Context: an optimization exercise on an open-source flow, tuned for small area. The choices shown serve that exercise and are no tape-out recipe. Only simulation tests tie the RTL to the original design; equivalence was not proved. Power and IR drop assume default switching activity.

## flow/run.sh

```bash
#!/bin/bash
# synth_recipe.tcl (not shown) runs the flow's synth.tcl, then flattens the netlist and writes it again
# the make line also repeats each setting of config.mk as NAME=value (left out here)
make -C /OpenROAD-flow-scripts/flow DESIGN_CONFIG=/design/flow/config.mk WORK_HOME=/design/flow/orfs CLKGATE_MAP_FILE= SYNTH_SCRIPT=/design/flow/synth_recipe.tcl finish
```

## flow/config.mk

```make
export PLATFORM = sky130hd
export DESIGN_NAME = zxkbd
export DESIGN_NICKNAME = zxkbd
export VERILOG_FILES = /design/flow/design.v
export SDC_FILE = /design/flow/constraint.sdc
export NUM_CORES = 4
export LEC_CHECK = 0
export CAP_MARGIN = 20
export CORE_MARGIN = 2
export CORE_UTILIZATION = 40
export PLACE_DENSITY = 0.6
export SLEW_MARGIN = 20
```

## flow/constraint.sdc

```tcl
create_clock -name core_clock -period 5.0 [get_ports {clk}]
set_input_delay 1.0000 -clock core_clock [delete_from_list [all_inputs] [get_ports {clk}]]
set_output_delay 1.0000 -clock core_clock [all_outputs]
set_load 0.01 [all_outputs]
```

## flow/design.v

```verilog
module ps2_keyboard (
  clk,
  reset,
  ps2_clk_en_o_,
  ps2_data_en_o_,
  ps2_clk_i,
  ps2_data_i,
  rx_extended,
  rx_released,
  rx_shift_key_on,
  rx_scan_code,
  rx_ascii,
  rx_data_ready,        
  rx_read,              
  tx_data,
  tx_write,
  tx_write_ack_o,
  tx_error_no_keyboard_ack,
  translate
  );
parameter TIMER_60USEC_VALUE_PP = 2950;   
parameter TIMER_60USEC_BITS_PP  = 12;    
parameter TIMER_5USEC_VALUE_PP = 185;    
parameter TIMER_5USEC_BITS_PP  = 8;      
parameter TRAP_SHIFT_KEYS_PP = 0;        
parameter m1_rx_clk_h = 1;
parameter m1_rx_clk_l = 0;
parameter m1_rx_falling_edge_marker = 13;
parameter m1_rx_rising_edge_marker = 14;
parameter m1_tx_force_clk_l = 3;
parameter m1_tx_first_wait_clk_h = 10;
parameter m1_tx_first_wait_clk_l = 11;
parameter m1_tx_reset_timer = 12;
parameter m1_tx_wait_clk_h = 2;
parameter m1_tx_clk_h = 4;
parameter m1_tx_clk_l = 5;
parameter m1_tx_wait_keyboard_ack = 6;
parameter m1_tx_done_recovery = 7;
parameter m1_tx_error_no_keyboard_ack = 8;
parameter m1_tx_rising_edge_marker = 9;
parameter m2_rx_data_ready = 1;
parameter m2_rx_data_ready_ack = 0;
input clk;
input reset;
output ps2_clk_en_o_ ;
output ps2_data_en_o_ ;
input  ps2_clk_i ;
input  ps2_data_i ;
output rx_extended;
output rx_released;
output rx_shift_key_on;
output [7:0] rx_scan_code;
output [7:0] rx_ascii;
output rx_data_ready;
input rx_read;
input [7:0] tx_data;
input tx_write;
output tx_write_ack_o;
output tx_error_no_keyboard_ack;
input  translate ;
reg rx_extended;
reg rx_released;
reg [7:0] rx_scan_code;
reg [7:0] rx_ascii;
reg rx_data_ready;
reg tx_error_no_keyboard_ack;
wire timer_60usec_done;
wire timer_5usec_done;
wire extended;
wire released;
wire shift_key_on;
wire rx_output_event;     
wire rx_output_strobe;    
wire tx_parity_bit;
wire rx_shifting_done;
wire tx_shifting_done;
wire [11:0] shift_key_plus_code;
reg [11-1:0] q;
reg [3:0] m1_state;
reg [3:0] m1_next_state;
reg m2_state;
reg m2_next_state;
reg [3:0] bit_count;
reg enable_timer_60usec;
reg enable_timer_5usec;
reg [TIMER_60USEC_BITS_PP-1:0] timer_60usec_count;
reg [TIMER_5USEC_BITS_PP-1:0] timer_5usec_count;
reg [7:0] ascii;       
reg left_shift_key;
reg right_shift_key;
reg hold_extended;     
reg hold_released;     
reg ps2_clk_s;         
reg ps2_data_s;        
reg ps2_clk_hi_z;      
reg ps2_data_hi_z;     
assign ps2_clk_en_o_  = ps2_clk_hi_z  ;
assign ps2_data_en_o_ = ps2_data_hi_z ;
always @(posedge clk)
begin
  ps2_clk_s <= ps2_clk_i;
  ps2_data_s <= ps2_data_i;
end
always @(posedge clk)
begin : m1_state_register
  if (reset) m1_state <= m1_rx_clk_h;
  else m1_state <= m1_next_state;
end
always @(m1_state
         or q
         or tx_shifting_done
         or tx_write
         or ps2_clk_s
         or ps2_data_s
         or timer_60usec_done
         or timer_5usec_done
         )
begin : m1_state_logic
  ps2_clk_hi_z <= 1;
  ps2_data_hi_z <= 1;
  tx_error_no_keyboard_ack <= 0;
  enable_timer_60usec <= 0;
  enable_timer_5usec <= 0;
  case (m1_state)
    m1_rx_clk_h :
      begin
        enable_timer_60usec <= 1;
        if (tx_write) m1_next_state <= m1_tx_reset_timer;
        else if (~ps2_clk_s) m1_next_state <= m1_rx_falling_edge_marker;
        else m1_next_state <= m1_rx_clk_h;
      end
    m1_rx_falling_edge_marker :
      begin
        enable_timer_60usec <= 0;
        m1_next_state <= m1_rx_clk_l;
      end
    m1_rx_rising_edge_marker :
      begin
        enable_timer_60usec <= 0;
        m1_next_state <= m1_rx_clk_h;
      end
    m1_rx_clk_l :
      begin
        enable_timer_60usec <= 1;
        if (tx_write) m1_next_state <= m1_tx_reset_timer;
        else if (ps2_clk_s) m1_next_state <= m1_rx_rising_edge_marker;
        else m1_next_state <= m1_rx_clk_l;
      end
    m1_tx_reset_timer:
      begin
        enable_timer_60usec <= 0;
        m1_next_state <= m1_tx_force_clk_l;
      end
    m1_tx_force_clk_l :
      begin
        enable_timer_60usec <= 1;
        ps2_clk_hi_z <= 0;   
        if (timer_60usec_done) m1_next_state <= m1_tx_first_wait_clk_h;
        else m1_next_state <= m1_tx_force_clk_l;
      end
    m1_tx_first_wait_clk_h :
      begin
        enable_timer_5usec <= 1;
        ps2_data_hi_z <= 0;         
        if (~ps2_clk_s && timer_5usec_done)
          m1_next_state <= m1_tx_clk_l;
        else
          m1_next_state <= m1_tx_first_wait_clk_h;
      end
    m1_tx_first_wait_clk_l :
      begin
        ps2_data_hi_z <= 0;
        if (~ps2_clk_s) m1_next_state <= m1_tx_clk_l;
        else m1_next_state <= m1_tx_first_wait_clk_l;
      end
    m1_tx_wait_clk_h :
      begin
        enable_timer_5usec <= 1;
        ps2_data_hi_z <= q[0];
        if (ps2_clk_s && timer_5usec_done)
          m1_next_state <= m1_tx_rising_edge_marker;
        else
          m1_next_state <= m1_tx_wait_clk_h;
      end
    m1_tx_rising_edge_marker :
      begin
        ps2_data_hi_z <= q[0];
        m1_next_state <= m1_tx_clk_h;
      end
    m1_tx_clk_h :
      begin
        ps2_data_hi_z <= q[0];
        if (tx_shifting_done) m1_next_state <= m1_tx_wait_keyboard_ack;
        else if (~ps2_clk_s) m1_next_state <= m1_tx_clk_l;
        else m1_next_state <= m1_tx_clk_h;
      end
    m1_tx_clk_l :
      begin
        ps2_data_hi_z <= q[0];
        if (ps2_clk_s) m1_next_state <= m1_tx_wait_clk_h;
        else m1_next_state <= m1_tx_clk_l;
      end
    m1_tx_wait_keyboard_ack :
      begin
        if (~ps2_clk_s && ps2_data_s)
          m1_next_state <= m1_tx_error_no_keyboard_ack;
        else if (~ps2_clk_s && ~ps2_data_s)
          m1_next_state <= m1_tx_done_recovery;
        else m1_next_state <= m1_tx_wait_keyboard_ack;
      end
    m1_tx_done_recovery :
      begin
        if (ps2_clk_s && ps2_data_s) m1_next_state <= m1_rx_clk_h;
        else m1_next_state <= m1_tx_done_recovery;
      end
    m1_tx_error_no_keyboard_ack :
      begin
        tx_error_no_keyboard_ack <= 1;
        if (ps2_clk_s && ps2_data_s) m1_next_state <= m1_rx_clk_h;
        else m1_next_state <= m1_tx_error_no_keyboard_ack;
      end
    default : m1_next_state <= m1_rx_clk_h;
  endcase
end
always @(posedge clk)
begin : m2_state_register
  if (reset) m2_state <= m2_rx_data_ready_ack;
  else m2_state <= m2_next_state;
end
always @(m2_state or rx_output_strobe or rx_read)
begin : m2_state_logic
  case (m2_state)
    m2_rx_data_ready_ack:
          begin
            rx_data_ready <= 1'b0;
            if (rx_output_strobe) m2_next_state <= m2_rx_data_ready;
            else m2_next_state <= m2_rx_data_ready_ack;
          end
    m2_rx_data_ready:
          begin
            rx_data_ready <= 1'b1;
            if (rx_read) m2_next_state <= m2_rx_data_ready_ack;
            else m2_next_state <= m2_rx_data_ready;
          end
    default : m2_next_state <= m2_rx_data_ready_ack;
  endcase
end
always @(posedge clk)
begin
  if (   reset
      || rx_shifting_done
      || (m1_state == m1_tx_wait_keyboard_ack)         
      ) bit_count <= 0;   
  else if (timer_60usec_done
           && (m1_state == m1_rx_clk_h)
           && (ps2_clk_s)
      ) bit_count <= 0;   
  else if ( (m1_state == m1_rx_falling_edge_marker)    
           ||(m1_state == m1_tx_rising_edge_marker)    
           )
    bit_count <= bit_count + 1;
end
assign rx_shifting_done = (bit_count == 11);
assign tx_shifting_done = (bit_count == 11-1);
assign tx_write_ack_o = (  (tx_write && (m1_state == m1_rx_clk_h))
                         ||(tx_write && (m1_state == m1_rx_clk_l))
                         );
assign tx_parity_bit = ~^tx_data;
always @(posedge clk)
begin
  if (reset) q <= 0;
  else if (tx_write_ack_o) q <= {1'b1,tx_parity_bit,tx_data,1'b0};
  else if ( (m1_state == m1_rx_falling_edge_marker)
           ||(m1_state == m1_tx_rising_edge_marker) )
    q <= {ps2_data_s,q[11-1:1]};
end
always @(posedge clk)
begin
  if (reset || ~enable_timer_60usec) timer_60usec_count <= 0;
  else if (~timer_60usec_done) timer_60usec_count <= timer_60usec_count + 1;
end
assign timer_60usec_done = (timer_60usec_count == (TIMER_60USEC_VALUE_PP - 1));
always @(posedge clk)
begin
  if (reset || ~enable_timer_5usec) timer_5usec_count <= 0;
  else if (~timer_5usec_done) timer_5usec_count <= timer_5usec_count + 1;
end
assign timer_5usec_done = (timer_5usec_count == TIMER_5USEC_VALUE_PP - 1);
assign extended = 1'b0 ;
assign released = (q[8:1] == 16'hF0) && rx_shifting_done && translate ;
always @(posedge clk)
begin
  if (reset || rx_output_event)
  begin
    hold_extended <= 0;
    hold_released <= 0;
  end
  else
  begin
    if (rx_shifting_done && extended) hold_extended <= 1;
    if (rx_shifting_done && released) hold_released <= 1;
  end
end
always @(posedge clk)
begin
  if (reset) left_shift_key <= 0;
  else if ((q[8:1] == 16'h12) && rx_shifting_done && ~hold_released)
    left_shift_key <= 1;
  else if ((q[8:1] == 16'h12) && rx_shifting_done && hold_released)
    left_shift_key <= 0;
end
always @(posedge clk)
begin
  if (reset) right_shift_key <= 0;
  else if ((q[8:1] == 16'h59) && rx_shifting_done && ~hold_released)
    right_shift_key <= 1;
  else if ((q[8:1] == 16'h59) && rx_shifting_done && hold_released)
    right_shift_key <= 0;
end
assign rx_shift_key_on = left_shift_key || right_shift_key;
always @(posedge clk)
begin
  if (reset)
  begin
    rx_extended <= 0;
    rx_released <= 0;
    rx_scan_code <= 0;
    rx_ascii <= 0;
  end
  else if (rx_output_strobe)
  begin
    rx_extended <= hold_extended;
    rx_released <= hold_released;
    rx_scan_code <= q[8:1];
    rx_ascii <= ascii;
  end
end
assign rx_output_event  = (rx_shifting_done
                          && ~extended 
                          && ~released
                          );
assign rx_output_strobe = (rx_shifting_done
                          && ~extended 
                          && ~released
                          && ( (TRAP_SHIFT_KEYS_PP == 0) 
                               || ( (q[8:1] != 16'h59)
                                    &&(q[8:1] != 16'h12)
                                  )
                             )
                          );
assign shift_key_plus_code = {3'b0,rx_shift_key_on,q[8:1]};
always @(shift_key_plus_code)
begin
  casez (shift_key_plus_code)
    12'h?66 : ascii <= 8'h08;   
    12'h?0d : ascii <= 8'h09;   
    12'h?5a : ascii <= 8'h0d;   
    12'h?76 : ascii <= 8'h1b;   
    12'h?29 : ascii <= 8'h20;   
    12'h116 : ascii <= 8'h21;   
    12'h152 : ascii <= 8'h22;   
    12'h126 : ascii <= 8'h23;   
    12'h125 : ascii <= 8'h24;   
    12'h12e : ascii <= 8'h25;   
    12'h13d : ascii <= 8'h26;   
    12'h052 : ascii <= 8'h27;   
    12'h146 : ascii <= 8'h28;   
    12'h145 : ascii <= 8'h29;   
    12'h13e : ascii <= 8'h2a;   
    12'h155 : ascii <= 8'h2b;   
    12'h041 : ascii <= 8'h2c;   
    12'h04e : ascii <= 8'h2d;   
    12'h049 : ascii <= 8'h2e;   
    12'h04a : ascii <= 8'h2f;   
    12'h045 : ascii <= 8'h30;   
    12'h016 : ascii <= 8'h31;   
    12'h01e : ascii <= 8'h32;   
    12'h026 : ascii <= 8'h33;   
    12'h025 : ascii <= 8'h34;   
    12'h02e : ascii <= 8'h35;   
    12'h036 : ascii <= 8'h36;   
    12'h03d : ascii <= 8'h37;   
    12'h03e : ascii <= 8'h38;   
    12'h046 : ascii <= 8'h39;   
    12'h14c : ascii <= 8'h3a;   
    12'h04c : ascii <= 8'h3b;   
    12'h141 : ascii <= 8'h3c;   
    12'h055 : ascii <= 8'h3d;   
    12'h149 : ascii <= 8'h3e;   
    12'h14a : ascii <= 8'h3f;   
    12'h11e : ascii <= 8'h40;   
    12'h11c : ascii <= 8'h41;   
    12'h132 : ascii <= 8'h42;   
    12'h121 : ascii <= 8'h43;   
    12'h123 : ascii <= 8'h44;   
    12'h124 : ascii <= 8'h45;   
    12'h12b : ascii <= 8'h46;   
    12'h134 : ascii <= 8'h47;   
    12'h133 : ascii <= 8'h48;   
    12'h143 : ascii <= 8'h49;   
    12'h13b : ascii <= 8'h4a;   
    12'h142 : ascii <= 8'h4b;   
    12'h14b : ascii <= 8'h4c;   
    12'h13a : ascii <= 8'h4d;   
    12'h131 : ascii <= 8'h4e;   
    12'h144 : ascii <= 8'h4f;   
    12'h14d : ascii <= 8'h50;   
    12'h115 : ascii <= 8'h51;   
    12'h12d : ascii <= 8'h52;   
    12'h11b : ascii <= 8'h53;   
    12'h12c : ascii <= 8'h54;   
    12'h13c : ascii <= 8'h55;   
    12'h12a : ascii <= 8'h56;   
    12'h11d : ascii <= 8'h57;   
    12'h122 : ascii <= 8'h58;   
    12'h135 : ascii <= 8'h59;   
    12'h11a : ascii <= 8'h5a;   
    12'h054 : ascii <= 8'h5b;   
    12'h05d : ascii <= 8'h5c;   
    12'h05b : ascii <= 8'h5d;   
    12'h136 : ascii <= 8'h5e;   
    12'h14e : ascii <= 8'h5f;   
    12'h00e : ascii <= 8'h60;   
    12'h01c : ascii <= 8'h61;   
    12'h032 : ascii <= 8'h62;   
    12'h021 : ascii <= 8'h63;   
    12'h023 : ascii <= 8'h64;   
    12'h024 : ascii <= 8'h65;   
    12'h02b : ascii <= 8'h66;   
    12'h034 : ascii <= 8'h67;   
    12'h033 : ascii <= 8'h68;   
    12'h043 : ascii <= 8'h69;   
    12'h03b : ascii <= 8'h6a;   
    12'h042 : ascii <= 8'h6b;   
    12'h04b : ascii <= 8'h6c;   
    12'h03a : ascii <= 8'h6d;   
    12'h031 : ascii <= 8'h6e;   
    12'h044 : ascii <= 8'h6f;   
    12'h04d : ascii <= 8'h70;   
    12'h015 : ascii <= 8'h71;   
    12'h02d : ascii <= 8'h72;   
    12'h01b : ascii <= 8'h73;   
    12'h02c : ascii <= 8'h74;   
    12'h03c : ascii <= 8'h75;   
    12'h02a : ascii <= 8'h76;   
    12'h01d : ascii <= 8'h77;   
    12'h022 : ascii <= 8'h78;   
    12'h035 : ascii <= 8'h79;   
    12'h01a : ascii <= 8'h7a;   
    12'h154 : ascii <= 8'h7b;   
    12'h15d : ascii <= 8'h7c;   
    12'h15b : ascii <= 8'h7d;   
    12'h10e : ascii <= 8'h7e;   
    12'h?71 : ascii <= 8'h7f;   
    default : ascii <= 8'h2e;   
  endcase
end
endmodule
`default_nettype none
module zxkbd
(
input				clk,
input				reset,
output              res_k,
output		[12:1]	f,		
input				ps2_clk, 
input				ps2_data,
input		[7:0]	zx_kb_scan,
output		[4:0]	zx_kb_out,
output		[4:0]	k_joy,		  
output				num_joy
);
assign          res_k       =   res_key;
assign			f			=	f_key;
assign			k_joy		=	kempston;
assign			num_joy		=	numlock;
reg		[7:0]	zx_kb;
reg             res_key;
reg		[12:1]	f_key;
reg				ex_code;
reg		[3:0]	state;
reg				press_release;
reg				strobe;
reg		[4:0]	kempston;
reg				numlock;
reg				ps2rden;
wire	[7:0]	ps2q;
wire			ps2dsr;
always @(posedge clk) begin
	if (reset) begin
		state			<= 0;
		f_key			<= 12'b000000000000;
		res_key         <= 0;
		ex_code			<= 0;
		zx_kb			<= 8'h00;
		press_release	<= 0;
		strobe			<= 0;
		numlock			<= 0;
		ps2rden			<= 0;				
	end 
	else begin
		case (state)
		0: begin
			if (ps2dsr) begin
					ps2rden <= 1;
					state <= 1;
					end
			end
		1:	begin
				state <= 2;
				ps2rden <= 0;
			end
		2:	begin
				ps2rden <= 0;
				if (ps2q == 8'hF0) begin
					state <= 6;
				end
				else if (ps2q == 8'hE0) begin
						ex_code	<= 1;
						state <= 0;
					end
							else	begin
									state <= 4;
									end
			end		
		4:	begin
			if ((ps2q == 8'h12) && ex_code) begin
				ex_code <= 0;
				state <= 0;
			end
				else
					case(ps2q)
						8'h7e:          res_key     	<= 1'b1;         
						8'h07:			f_key[12]		<= 1'b1;
						8'h78:			f_key[11]		<= 1'b1;
						8'h09:			f_key[10]		<= 1'b1;
						8'h01:			f_key[9]		<= 1'b1;
						8'h0a:			f_key[8]		<= 1'b1;
						8'h83:			f_key[7]		<= 1'b1;
						8'h0b:			f_key[6]		<= 1'b1;
						8'h03:			f_key[5]		<= 1'b1;
						8'h0c:			f_key[4]		<= 1'b1;
						8'h04:			f_key[3]		<= 1'b1;
						8'h06:			f_key[2]		<= 1'b1;
						8'h05:			f_key[1]		<= 1'b1;
						8'h77:			numlock			<= ~numlock;
						default: begin
									zx_kb <= ps2q;
									press_release	<= 1'b1;
									strobe	<=	1'b1;
						end
					endcase
			state <= 5;
			end
		5:	begin
			strobe	<=	1'b0;
			state	<=	0;
			ex_code <=  0;
			end
		6:	begin
				if (ps2dsr) begin
					ps2rden <= 1;
					state <= 7;
				end
			end
		7:	begin
				ps2rden <= 0;
				state <= 8;
			end
		8:	begin
			if (ps2q == 8'hE0) begin
				ex_code <= 1'b1;
				state <=  6;
				end
			else	begin	
					state <= 9;
					end
			end
		9:	begin
				if ((ps2q == 8'h12) && ex_code) begin
					ex_code <= 0;
					state <= 6;
				end
			else
				case(ps2q)
					8'h7e:          res_key     	<= 1'b0;         
					8'h07:			f_key[12]		<= 1'b0;
					8'h78:			f_key[11]		<= 1'b0;
					8'h09:			f_key[10]		<= 1'b0;
					8'h01:			f_key[9]		<= 1'b0;
					8'h0a:			f_key[8]		<= 1'b0;
					8'h83:			f_key[7]		<= 1'b0;
					8'h0b:			f_key[6]		<= 1'b0;
					8'h03:			f_key[5]		<= 1'b0;
					8'h0c:			f_key[4]		<= 1'b0;
					8'h04:			f_key[3]		<= 1'b0;
					8'h06:			f_key[2]		<= 1'b0;
					8'h05:			f_key[1]		<= 1'b0;
					default: 
						begin
						zx_kb <= ps2q;
						press_release	<= 1'b0;
						strobe	<=	1'b1;
						end
				endcase
				state <= 10;
			end
		10:	begin
			ex_code <=  0;
			strobe	<=	1'b0;
			state	<=	0;
			end
		endcase
	end
end
assign	zx_kb_out = ~(5'b000 |  ((zx_kb_scan[0]==1'b0)? keymatrix[7]: 5'h0) |
								((zx_kb_scan[1]==1'b0)? keymatrix[6]: 5'h0) |
								((zx_kb_scan[2]==1'b0)? keymatrix[5]: 5'h0) |
								((zx_kb_scan[3]==1'b0)? keymatrix[4]: 5'h0) |
								((zx_kb_scan[4]==1'b0)? keymatrix[3]: 5'h0) |
								((zx_kb_scan[5]==1'b0)? keymatrix[2]: 5'h0) |
								((zx_kb_scan[6]==1'b0)? keymatrix[1]: 5'h0) |
								((zx_kb_scan[7]==1'b0)? keymatrix[0]: 5'h0) );
reg		[4:0]	keymatrix[0:7];
always	@(posedge	clk)
begin
	if (reset) begin
		keymatrix[0]	<= 5'h0;
		keymatrix[1]	<= 5'h0;
		keymatrix[2]	<= 5'h0;
		keymatrix[3]	<= 5'h0;
		keymatrix[4]	<= 5'h0;
		keymatrix[5]	<= 5'h0;
		keymatrix[6]	<= 5'h0;
		keymatrix[7]	<= 5'h0;
		kempston		<= 5'h0;
	end
	else	begin
				if (strobe) begin
					case ({ex_code, zx_kb[7:0]})
					9'h029:	keymatrix[0][0]	<= press_release;  
			 9'h114,9'h014:	keymatrix[0][1]	<= press_release;  
					9'h03a:	keymatrix[0][2]	<= press_release;  
			 9'h071,9'h049: begin
					        keymatrix[0][2]	<= press_release;  
					        keymatrix[0][1]	<= press_release; 
					        end
					9'h031:	keymatrix[0][3]	<= press_release;  
					9'h032:	keymatrix[0][4]	<= press_release;  
					9'h07c: begin
					        keymatrix[0][4]	<= press_release;  
					        keymatrix[0][1]	<= press_release; 
					        end
			 9'h15a,9'h05a:	keymatrix[1][0]	<= press_release;  
					9'h04b:	keymatrix[1][1]	<= press_release;  
					9'h042:	keymatrix[1][2]	<= press_release;  
					9'h079: begin
					        keymatrix[1][2]	<= press_release;  
					        keymatrix[0][1]	<= press_release; 
					        end
					9'h03b:	keymatrix[1][3]	<= press_release;  
		     9'h07b,9'h04e: begin
					        keymatrix[1][3]	<= press_release;  
					        keymatrix[0][1]	<= press_release; 
					        end
					9'h033:	keymatrix[1][4]	<= press_release;  
					9'h04d:	keymatrix[2][0]	<= press_release;  
					9'h044:	keymatrix[2][1]	<= press_release;  
					9'h043:	keymatrix[2][2]	<= press_release;  
					9'h03c:	keymatrix[2][3]	<= press_release;  
					9'h035:	keymatrix[2][4]	<= press_release;  
		     9'h045,9'h070:	keymatrix[3][0]	<= press_release;  
					9'h066: begin
					        keymatrix[3][0]	<= press_release;  
					        keymatrix[7][0]	<= press_release; 
					        end
    		  9'h046,9'h07d:keymatrix[3][1]	<= press_release;  
					 9'h03e:keymatrix[3][2]	<= press_release;  
			  9'h03d,9'h06c:keymatrix[3][3]	<= press_release;  
					 9'h036:keymatrix[3][4]	<= press_release;  
    		  9'h016,9'h069:keymatrix[4][0]	<= press_release;  
			        9'h00d: begin
			                keymatrix[4][0]	<= press_release;  
					        keymatrix[7][0]	<= press_release; 
					        end
			  9'h01e,9'h072:keymatrix[4][1]	<= press_release;  
			        9'h058: begin
					        keymatrix[4][1]	<= press_release;  
					        keymatrix[7][0]	<= press_release; 
					        end
			  9'h026,9'h07a:keymatrix[4][2]	<= press_release;  
					 9'h025:keymatrix[4][3]	<= press_release;  
					 9'h02e:keymatrix[4][4]	<= press_release;  
			        9'h015:	keymatrix[5][0]	<= press_release;  
			        9'h01d:	keymatrix[5][1]	<= press_release;  
					9'h024:	keymatrix[5][2]	<= press_release;  
					9'h02d:	keymatrix[5][3]	<= press_release;  
					9'h02c:	keymatrix[5][4]	<= press_release;  
		            9'h01c:	keymatrix[6][0]	<= press_release;  
			        9'h01b:	keymatrix[6][1]	<= press_release;  
			        9'h023:	keymatrix[6][2]	<= press_release;  
			        9'h02b:	keymatrix[6][3]	<= press_release;  
			        9'h034:	keymatrix[6][4]	<= press_release;  
		      9'h012,9'h059:keymatrix[7][0]	<= press_release;  
		            9'h076: begin
					        keymatrix[0][1]	<= press_release;  
					        keymatrix[7][0]	<= press_release; 
					        end
					9'h01a:	keymatrix[7][1]	<= press_release;  
					9'h022:	keymatrix[7][2]	<= press_release;  
					9'h021:	keymatrix[7][3]	<= press_release;  
					9'h02a:	keymatrix[7][4]	<= press_release;  
			 9'h14a,9'h04a: begin
					        keymatrix[7][4]	<= press_release;  
					        keymatrix[0][1]	<= press_release; 
					        end
					9'h041: begin
					        keymatrix[0][3]	<= press_release;  
					        keymatrix[0][1]	<= press_release; 
					        end
					9'h04c: begin
					        keymatrix[2][1]	<= press_release;  
					        keymatrix[0][1]	<= press_release; 
					        end
					9'h052: begin
					        keymatrix[2][0]	<= press_release;  
					        keymatrix[0][1]	<= press_release; 
					        end
					9'h05d: begin
					        keymatrix[7][1]	<= press_release;  
					        keymatrix[0][1]	<= press_release; 
					        end 
					9'h055: begin
					        keymatrix[1][1]	<= press_release;  
					        keymatrix[0][1]	<= press_release; 
					        end
					9'h054: begin
					        keymatrix[3][2]	<= press_release;  
					        keymatrix[0][1]	<= press_release; 
					        end
					9'h05b: begin
					        keymatrix[3][1]	<= press_release;  
					        keymatrix[0][1]	<= press_release; 
					        end
					9'h16b: begin
							keymatrix[7][0]	<= press_release;  
							keymatrix[4][4]	<= press_release;  
							end
					9'h175: begin
							keymatrix[7][0]	<= press_release;  
							keymatrix[3][3]	<= press_release;  
							end
					9'h174: begin
							keymatrix[7][0]	<= press_release;  
							keymatrix[3][2]	<= press_release;  
							end
					9'h172: begin
							keymatrix[7][0]	<= press_release;  
							keymatrix[3][4]	<= press_release;  
							end
			9'h06b :if (~numlock) keymatrix[4][3]	<= press_release;  
					else kempston[1] <= press_release;  
			9'h073 :if (~numlock) keymatrix[4][4]	<= press_release;  
					else kempston[2] <= press_release;  
			9'h074 :if (~numlock) keymatrix[3][4]	<= press_release;  
					else kempston[0] <= press_release;  
			9'h075 :if (~numlock) keymatrix[3][2]	<= press_release;  
					else kempston[3] <= press_release;  
					9'h111: kempston[4] <= press_release;  
					endcase
				end
		end
end
ps2_keyboard ps2_keyboard(
	.clk							(clk),
	.reset							(reset),
	.ps2_clk_i						(ps2_clk),
	.ps2_data_i						(ps2_data),
	.rx_released					(),
	.rx_shift_key_on				(),
	.rx_scan_code					(ps2q),
	.rx_ascii						(),
	.rx_data_ready					(ps2dsr),
	.rx_read						(ps2rden),
	.tx_data						(8'h00),
	.tx_write						(1'b0),
	.translate						(1'b0)
  );
endmodule
```

==> results_dict.tcl <==
set metrics [dict create \
    status "no timing/DRC/antenna violations" \
    criticalPathCategory "in2out" \
    p_leak_nw 2.73 \
    root_buffer "clkbuf_16" \
    cts_tree "done" \
    synth_area_per_cell_um2 7.69 \
    setup_viol 0 \
    min_path_type "reg2reg" \
    insertion_delay_ps 420 \
    synth_edf_count 0 \
    ys_async_sr_fraction 0 \
    stdcell_area_mm2 0.00791 \
    cts_setup_buffers 0 \
    worstSetupStartpointType "input port" \
    fin_cells 1130 \
    drv_slew 0 \
    synth_xor_area_frac 0.0303 \
    die_w_um 136 \
    viasPerCell 5.54 \
    cts_htree_levels 4 \
    vias 6262 \
    layout_commonest_cell "nor2_1" \
    layout.nets 910 \
    crit_chain "clkdlybuf4s50_1, o22ai_1, nor4_1, clkdlybuf4s50_1" \
    io_buffers 35 \
    synth_top_family_by_area "simple AND/OR/NAND/NOR gates" \
    max_freq_mhz 276 \
    io_pins 36 \
    area_delta_synth_final_pct 14.0 \
    place_area_mm2 0.00730 \
    antenna_found_initial 0 \
    grt_use_total 0.196 \
    cts_max_path_buffers 2 \
    core_mm2 0.0171 \
    worst_path_max_delay_cell "clkdlybuf4s50_1" \
    layout_common_cells "nor2_1, dfxtp_1, nand2_1" \
    post-dp-hpwl_um 11700 \
    fin_skew_ps 5.74 \
    synth-simple-area-share 0.296 \
    synth_fp_nets 920 \
    grt_pass1_vias 5694 \
    drt_pass1_iterations 6 \
    yosysWarnings 3 \
    cts_buffers 17 \
    crit_path_end_kind "output port" \
    synthMuxAreaShare 0.0797 \
    powerDensity_mw_per_mm2 329 \
    synth-seq-cells 124 \
    synth_compound_area_frac 0.150 \
    cp_max_fo 5 \
    grt_overflow 0 \
    required_ps 4000 \
    synth_adder_area_share 0.0137 \
    critPathMostFrequentCell "clkdlybuf4s50_1" \
    finalSetupTns_ps 0 \
    holdBufCountCts 0 \
    finalWirelength_um 17700 \
    chipHeight_um 136 \
    rsz0062_at_grt "false" \
    synth_area_mm2 0.00694 \
    drive_above_1_share 0.0652 \
    die_area_mm2 0.0184 \
    cts.sinks 124 \
    finalHoldViolCount 0 \
    drtIter0Drc 640 \
    yosysSeqAreaShare 0.358 \
    placedCellCount 1098 \
    clkTransAtPathRegs_ps 60 \
    maxCapViolCount 0 \
    max-slew-margin-rel 0.349 \
    antenna-diode-count 0 \
    r2r_setup_slack_ps 2190 \
    final_antenna_net_count 0 \
    period_needed_ps 3630 \
    peakVddDrop_mv 0.243 \
    drc 0 \
    worstMarginPinSlew_ps 976 \
    max_stage_delay_ps 590 \
    num_rows 48 \
    grt_first_pass_wirelength_um 29000 \
    synth_top_flop_cell "dfxtp_1" \
    grt_max_degree 70 \
    syn-instance-count 902 \
    place_congestion 0.851 \
    yosysUniqueCellTypes 77 \
    fin_crit_sh 0.725 \
    critical_path_arrival_ps 2630 \
    wl_per_cell_um 15.6 \
    cts.repair.resized 0 \
    start_util 0.405 \
]
==> per-stage QoR <==
step | util | total power, mW | hold WS, ps | setup WS [ps]
after floorplan | - | 1.30 | 432 | 2490
after global placement | 0.427 | 1.36 | 444 | 1390
after detailed placement | 0.427 | 1.36 | 448 | 1410
after CTS | 0.462 | 2.63 | 456 | 1390
after global routing | 0.462 | 2.72 | 470 | 1310
final | 0.462 | 2.60 | 454 | 1370
==> cell families after synthesis <==
group	after synthesis
mux	55
simple gates	405
compound gates	166
fa+ha+maj	8
flops	124
buf+inv	120
xor+xnor	24
==> area by class of cell <==
cell class | count | area [um2]
fillers | 1765 | 9210
multi-input cells | 658 | 3960
flip-flops and latches | 124 | 2480
clock buffers | 18 | 439
repair buffers | 40 | 385
well taps | 225 | 282
inverters | 51 | 191
clock inverters | 14 | 169
==> power breakdown <==
part           switching, mW  internal [mW]
sequential            0.0704           1.02
clock                  0.467          0.796
combinational          0.152          0.100
==> Yosys cell counts, types with 3 or more instances <==
cell	count	area, um2
a211oi_1	5	37.5
a21oi_1	57	285
a31oi_1	9	56.3
and3_1	8	50.1
and3b_1	6	52.6
buf_1	4	15.0
buf_2	23	115
clkbuf_1	38	143
dfxtp_1	124	2480
ha_1	6	75.1
inv_1	51	191
mux2i_1	53	531
nand2_1	88	330
nand2b_1	13	81.3
nand3_1	45	225
nand3b_1	5	37.5
nand4_1	10	62.6
nand4b_1	5	43.8
nor2_1	138	518
nor2b_1	12	75.1
nor3_1	22	110
nor3b_1	12	90.1
nor4_1	11	68.8
o21ai_0	24	120
o21ai_1	3	15.0
o22ai_1	29	181
o31ai_1	3	22.5
o32ai_1	5	43.8
or2_2	4	25.0
or4_1	3	22.5
xnor2_1	9	78.8
xor2_1	15	131
==> registers in the layout (all words and copies together) (netlist names), 4 cells and up <==
signal and cells:
ps2_keyboard.m1_state 4, ps2_keyboard.timer_5usec_count 8, keymatrix 40, zx_kb 8, ps2_keyboard.q 10, ps2_keyboard.rx_scan_code 8
ps2_keyboard.timer_60usec_count 12, state 4, kempston 5, ps2_keyboard.bit_count 4, f_key 12
==> critical path: cells and delay by family <==
kind / cells / cell delay, ps
buf+inv: 2 / 1170
simple gates: 1 / 300
compound gates: 1 / 150
==> worst paths after layout <==
| path | start | endpoint | cells after the start |
|---|---|---|---|
| setup / recovery | zx_kb_scan[7] | zx_kb_out[4] | 4 |
| hold / removal | ps2_keyboard.q[10] | ps2_keyboard.q[9] | 2 |
| setup reg to reg | zx_kb[0] | keymatrix[3][2] | 6 |
| hold reg to reg | ps2_keyboard.q[10] | ps2_keyboard.q[9] | 2 |
==> routing by layer <==
metal  vias to the layer above  GRT usage  part of all wire
met3                        25     0.0385             0.042
met5                         -          0                 0
met4                         0     0.0775             0.018
met2                       147      0.293              0.45
met1                      2962      0.277              0.49
li1                       3128          -                 -

-- afterwards: timing with drivers on the ports --
In the flow no input, the clock included, has a driving cell. The finished layout below was timed again as built, in two steps.
Step 1 sets driving cells, clkbuf_16 on the clock port and buf_2 on the other inputs (assumed; they add their load-dependent delay and slew).
Step 2, shift: input delay + t, output delay - t, t = (earliest + latest rising clock arrival at the registers) / 2. This alone moves slack from input paths to output paths.
Three values: ideal ports, drivers, drivers and shift; two values: the first two.
t (ns): 0.454
setup WS [ns]: 1.374 / 1.352 / 1.352
hold slack, ns: 0.454 / 0.454 / 0.454
worst slew at a driven data input, ns: 0.04
cell pins on the clock port's net: 1
After both steps this run still meets setup and hold. The setup slack of this run moves by -0.022 ns with the drivers and by -0.022 ns with both steps.
